Context: an optimization exercise on an open-source flow, tuned for a short achievable clock period and few clock cycles. The choices shown serve that exercise and are no tape-out recipe.
In this exercise RTL edits were held to simulation tests only and were not proved equivalent to the original.
Power and IR drop assume default switching activity.

Setup of old:
==> flow/design.v (excerpt) <==
module riscvsingle(
    clk,
    n_rst,
    PC,
    Instr,
    MemWriteE,
    ALUResult,
    WriteData,
    ByteEnable,
    ReadData
);
For scale: ~12000 cells after synthesis, ~130000 um2 of cells after synthesis.
Settings: LEC_CHECK=0, CAP_MARGIN=20, CORE_MARGIN=2, CORE_UTILIZATION=40, SETUP_SLACK_MARGIN=1.0, SLEW_MARGIN=20, SYNTH_HIERARCHICAL=1, SYNTH_MINIMUM_KEEP_SIZE=0; clock period 29.0 ns.
standard.sh (not shown) runs the stock make flow with config.mk's settings and CLKGATE_MAP_FILE= SYNTH_SCRIPT=/design/flow/synth_recipe.tcl, a recipe that flattens the netlist after the stock synthesis.
==> flow/flow/run.sh <==
#!/bin/bash
# The standard layout, with three changes:
# - timing repair aims well below the clock period: repair_timing works on
#   every path whose slack is under SETUP_SLACK_MARGIN, so a margin of 22 ns
#   at the 29 ns clock makes it shorten paths to about 7 ns;
# - after global placement, each register that drives an output port's
#   buffer is moved next to that buffer (pull_out_regs.tcl), to shorten the
#   register's output wire; detailed placement then legalizes it;
# - timing repair does not clone gates (SKIP_GATE_CLONING): a clone placed
#   far from its inputs' drivers can leave a slew violation behind, since no
#   repair_design follows the repair after global routing.
# Clock, constraints, synthesis and every other step are the standard flow's own.
set -uo pipefail
RES=$PWD/orfs/results/sky130hd/riscvsingle/base
bash standard.sh SETUP_SLACK_MARGIN=22 SKIP_GATE_CLONING=1 $RES/3_3_place_gp.odb > standard_to_gp.log 2>&1 || exit 1
IN_ODB=$RES/3_3_place_gp.odb OUT_ODB=$RES/3_3_place_gp.odb \
  openroad -no_init -exit flow/pull_out_regs.tcl > pull_out_regs.log 2>&1 || exit 1
bash standard.sh SETUP_SLACK_MARGIN=22 SKIP_GATE_CLONING=1 finish > standard_finish.log 2>&1
Other scripts of this flow, unchanged in this note and not shown: flow/flow/pull_out_regs.tcl
Testbench counts of old, summed over its fixed seeds: cycles 236,559.
#### Input delta (new over old)
--- a/flow/design.v
+++ b/flow/design.v
@@ -152,17 +152,20 @@
     wire        i_bbr = (Instr[6:0] == OP_BR) & Instr[31];
     wire [8:1]  i_lo_j = Instr[28:21];
     wire [8:1]  i_lo_b = {Instr[28:25], Instr[11:8]};
     reg  [31:9] pcu_i, pcd_i;
     wire        er = (i_jal | i_bbr) & ~kill_i & ~hit_i & ~stall_1d & ~stall;
     wire [31:0] keep = stall ? pc_f : pred_f;
-    wire [31:0] pc_nx_w;
+    reg         jr_pend;
+    reg  [31:0] jr_tgt;
+    wire [31:0] tgt_r;          
+    wire [31:0] pc_nx_a;
+    always @(*) pc_nx = jr_pend ? jr_tgt : pc_nx_a;
     next_pc u_next_pc(.redirect(redirect), .npc_x(npc_x), .er(er), .isj(Instr[3]), .keep(keep),
                       .lo(pc_i[8:1]), .hi(pc_i[31:9]), .hi_up(pcu_i), .hi_dn(pcd_i),
-                      .off_j(i_lo_j), .off_b(i_lo_b), .neg(Instr[31]), .pc_nx(pc_nx_w));
-    always @(*) pc_nx = pc_nx_w;
+                      .off_j(i_lo_j), .off_b(i_lo_b), .neg(Instr[31]), .pc_nx(pc_nx_a));
     reg  [31:0] ir;             
     reg         v_x;            
     reg  [31:0] pred_x;         
     reg         er_x;           
     reg  [31:1] s1_x, s2_x;     
     reg         jal_x, jalr_x, br_x, load_x, store_x, reg_x, imm_x, lui_x, auipc_x;
@@ -188,18 +191,20 @@
             stall_1d <= 1'b0;
             sk_v     <= 1'b0;
             v_x      <= 1'b0;
             lb_v     <= 1'b0;
             er_b_1d  <= 1'b0;
             inj_1d   <= 1'b0;
+            jr_pend  <= 1'b0;
             btb_v    <= {NB{1'b0}};
         end else begin
             pc_fn    <= pc_nx ^ FN_INV;
             pc_o     <= pc_nx ^ 32'h1000_0000;
             pc_i     <= pc_f;
-            kill_i   <= redirect | er;
+            kill_i   <= redirect | er | jr_pend;
+            jr_pend  <= redirect & jalr_x;
             stall_1d <= stall;
             if (!stall_1d) sk_v <= ~kill_i;
             if (redirect)      v_x <= 1'b0;
             else if (!stall)   v_x <= inj_1d | (stall_1d ? sk_v : ~kill_i);
             er_b_1d  <= er & i_bbr & ~redirect;
             inj_1d   <= inj;
@@ -209,12 +214,13 @@
     end
     always @(posedge clk) begin
         pred_i <= pred_f;
         hit_i  <= hit;
         pcu_i  <= pc_f[31:9] + 23'd1;
         pcd_i  <= pc_f[31:9] - 23'd1;
+        jr_tgt <= tgt_r;
         if (er_b_1d) begin
             lb_w <= Instr;
             lb_a <= pc_i;
         end
         if (!stall_1d) begin
             sk      <= Instr;
@@ -241,13 +247,13 @@
             use2_x  <= in_br | in_store | in_reg;
             wr_x    <= (in_lui | in_auipc | in_jal | in_jalr | in_imm | in_reg) & (in_rd != 5'd0);
             ld_x    <= in_load & (in_rd != 5'd0);
         end
         if (btb_we) begin
             btb_tag[pc_x[BB+1:2]] <= pc_x[BB+TW+1:BB+2];
-            btb_tgt[pc_x[BB+1:2]] <= npc_x;
+            btb_tgt[pc_x[BB+1:2]] <= jalr_x ? tgt_r : npc_x;
         end
     end
     wire [2:0] f3  = ir[14:12];
     wire [4:0] rs1 = ir[19:15];
     wire [4:0] rs2 = ir[24:20];
     wire [4:0] rd  = ir[11:7];
@@ -349,18 +355,18 @@
             3'b111: cond = ~bltu;
             default: cond = 1'b0;
         endcase
     end
     wire [32:0] jalr_s;
     ks_adder #(.W(32)) u_jalr(.x(a), .y(imm_i), .c(1'b0), .s(jalr_s[31:0]), .co(jalr_s[32]));
-    wire [31:0] tgt_r  = {jalr_s[31:1], 1'b0};
+    assign tgt_r = {jalr_s[31:1], 1'b0};
     wire [32:0] bj_s   = ks_add(pc_x, jal_x ? imm_j : imm_b, 1'b0);
     wire [31:0] tgt_bj = bj_s[31:0];
     assign taken_x = jal_x | jalr_x | (br_x & cond);
     wire lb_match = lb_v & (lb_a == pc4[31:0]);
-    assign npc_x = taken_x ? (jalr_x ? tgt_r : tgt_bj) : lb_match ? pc8[31:0] : pc4[31:0];
+    assign npc_x = taken_x ? (jalr_x ? pc4[31:0] : tgt_bj) : lb_match ? pc8[31:0] : pc4[31:0];
     wire [31:0] pred = er_x ? pc_f : pred_x;
     wire eq_seq = pred == pc4[31:0];
     wire eq_bj  = pred == tgt_bj;
     wire eq_r   = sum_is(a, imm_i, pred);
     wire pred_ok = taken_x ? (jalr_x ? eq_r : eq_bj) : eq_seq;
     assign redirect = fire & ~pred_ok;
### Flow results
Sequential cell fraction of total power: new > old
Of old and new, new shows the higher area of combinational cells with multiple inputs, with old below it.
On peak supply drop: new sits below old.
Summary of new over old: wire length decreased 2.1%; count of clock-buffer cells in the layout +12.
new falls short of old in final standard cell area without fillers.
Compared with old, in new share of the clock period used by the worst path rose by 0.68 points, number of gates given a new drive strength after cts fell by 6, clock sink count rose by 1.4%, maximum fanout along the worst path fell by 16, core occupancy in the finished layout fell by 0.29 points.
In new the routing usage on met3 turned out 0.52 points lower than in old.
Row overall die area: new higher / old lower
[diff] leakage power total, new relative to old: regression
Testbench counts of new, summed over its fixed seeds: cycles 237,044.

what the ideal ports hide:
In the flow no input, the clock included, has a driving cell. The finished layouts below were timed again as built, in two steps. Step 1, drivers: a clkbuf_16 drives clk and a buf_2 each remaining input, both assumed. Step 2 times the ports against the registers' clock, not the clock port: input delays grow and output delays shrink by t, the midpoint of the rising clock arrivals with the driver on. a / b / c = no drivers / after step 1 / after step 2; a / b = the first two.
run	shift t [ns]	setup WS [ns]	clock arrival spread, ns
old	1.034	21.616 / 21.616 / 20.659	0.081 / 0.081
new	1.026	21.418 / 21.396 / 20.371	0.079 / 0.079
After both steps every run listed still meets setup and hold. For new, which loses most, drivers alone change the setup slack by -0.022 ns; drivers and shift together by -1.047 ns.
